This design comes from an exercise in tuning for small area on the open sky130 flow, not from production work.
In this exercise RTL edits were held to simulation tests only and were not proved equivalent to the original.

==> run a <==
## Array_44
module Array_44 #(
	parameter DATA_WIDTH = 8,
	parameter BLOCK_SIZE = 4,
	parameter SELECT_WIDTH = 2,
	parameter ARRAY_SIZE = 4
	)(
	input [BLOCK_SIZE*BLOCK_SIZE*DATA_WIDTH-1:0]Input_act0,
	input [BLOCK_SIZE*BLOCK_SIZE*DATA_WIDTH-1:0]Input_act1,
	input [BLOCK_SIZE*BLOCK_SIZE*DATA_WIDTH-1:0]Input_act2,
	input [BLOCK_SIZE*BLOCK_SIZE*DATA_WIDTH-1:0]Input_act3,
	input [DATA_WIDTH-1:0]Input_weight0,
	input [DATA_WIDTH-1:0]Input_weight1,
	input [DATA_WIDTH-1:0]Input_weight2,
	input [DATA_WIDTH-1:0]Input_weight3,
	input [4*DATA_WIDTH-1:0]Resultln0,
	input [4*DATA_WIDTH-1:0]Resultln1,
	input [4*DATA_WIDTH-1:0]Resultln2,
	input [4*DATA_WIDTH-1:0]Resultln3,
	input [4*DATA_WIDTH-1:0]Resultln4,
	input [4*DATA_WIDTH-1:0]Resultln5,
	input [4*DATA_WIDTH-1:0]Resultln6,
	input [4*DATA_WIDTH-1:0]Resultln7,
	input [4*DATA_WIDTH-1:0]Resultln8,
	input [4*DATA_WIDTH-1:0]Resultln9,
	input [4*DATA_WIDTH-1:0]Resultln10,
	input [4*DATA_WIDTH-1:0]Resultln11,
	input [4*DATA_WIDTH-1:0]Resultln12,
	input [4*DATA_WIDTH-1:0]Resultln13,
	input [4*DATA_WIDTH-1:0]Resultln14,
	input [4*DATA_WIDTH-1:0]Resultln15,
	input [3:0]mask0,
	input [3:0]mask1,
	input [3:0]mask2,
	input [3:0]mask3,
	input [3:0]mask4,
	input [3:0]mask5,
	input [3:0]mask6,
	input [3:0]mask7,
	input [3:0]mask8,
	input [3:0]mask9,
	input [3:0]mask10,
	input [3:0]mask11,
	input [3:0]mask12,
	input [3:0]mask13,
	input [3:0]mask14,
	input [3:0]mask15,
	input Block_control,
	input Direction,
	input Control,
	input ResultCapture,
	input Clk,
	input rst,
	output [4*DATA_WIDTH-1:0]Array_Output0,
	output [4*DATA_WIDTH-1:0]Array_Output1,
	output [4*DATA_WIDTH-1:0]Array_Output2,
	output [4*DATA_WIDTH-1:0]Array_Output3,
	output [4*DATA_WIDTH-1:0]Array_Output4,
	output [4*DATA_WIDTH-1:0]Array_Output5,
	output [4*DATA_WIDTH-1:0]Array_Output6,
	output [4*DATA_WIDTH-1:0]Array_Output7,
	output [4*DATA_WIDTH-1:0]Array_Output8,
	output [4*DATA_WIDTH-1:0]Array_Output9,
	output [4*DATA_WIDTH-1:0]Array_Output10,
	output [4*DATA_WIDTH-1:0]Array_Output11,
	output [4*DATA_WIDTH-1:0]Array_Output12,
	output [4*DATA_WIDTH-1:0]Array_Output13,
	output [4*DATA_WIDTH-1:0]Array_Output14,
	output [4*DATA_WIDTH-1:0]Array_Output15
	);
Settings: LEC_CHECK=0, ABC_AREA=1, CAP_MARGIN=30, CORE_MARGIN=2, CORE_UTILIZATION=40, CTS_BUF_LIST=sky130_fd_sc_hd__clkbuf_4 sky130_fd_sc_hd__clkbuf_8, SLEW_MARGIN=20; clock period 9.5 ns.
run.sh (not shown) runs the stock make flow with config.mk's settings and CLKGATE_MAP_FILE= SYNTH_SCRIPT=/design/flow/synth_recipe.tcl, a recipe that flattens the netlist after the stock synthesis.
==> run b: changes against run a <==
Settings changed: CTS_BUF_LIST sky130_fd_sc_hd__clkbuf_4 sky130_fd_sc_hd__clkbuf_8 to unset.
==> results.ini <==
[power]
seqPwrFrac=0.367
p_comb_frac=0.263
clk-power_mw=27.9

[sta]
fmax_mhz=121
period_minus_slack_ns=8.28

[grt]
grtUsageMet1=0.525

[outcome]
status=no timing/DRC/antenna violations

[critical_path]
critPathRequiredTime_ns=10.86

-- figures above: run a

==> results.ini <==
[die]
fp-row-count=326

[sta]
period_minus_slack_ns=8.72
hold_violations=0
fmax_mhz=115

[power]
seqPwrFrac=0.364
p_comb_frac=0.260

[outcome]
status=no timing/DRC/antenna violations

[critical_path]
critPathRequiredTime_ns=10.53
cp.arrival_ns=9.75

[worst_hold_path]
min_path_cells=2

[grt]
grtUsageMet1=0.528
gr-usage-all-layers=0.435

[final_layout]
final_net_count=42600
drive_gt1_frac=0.0655

-- figures above: run b

-- re-timing with driven ports --
The results above use ideal ports. As a check the final layouts listed here were re-extracted and re-timed, cells and wires unchanged. Step 1 sets driving cells, clkbuf_16 on the clock port and buf_2 on the other inputs (assumed; they add their load-dependent delay and slew). Step 2 also shifts input and output timing later by t, the mid clock arrival at the registers, as if the neighbouring blocks saw the same clock. Slacks: ideal / step 1 / step 2; pairs: ideal / step 1.
| run | t, ns | slack for setup (ns) | worst register clock-pin slew, ns |
|---|---|---|---|
| run a | 1.655 | 1.216 / 1.134 / -0.521 | 0.08 / 0.08 |
| run b | 1.342 | 0.781 / 0.704 / -0.638 | 0.08 / 0.08 |
Met with ideal ports but missed after step 2: setup timing in run a and run b. The setup slack of run a, which loses most, moves by -0.082 ns with the drivers and by -1.737 ns with both steps.
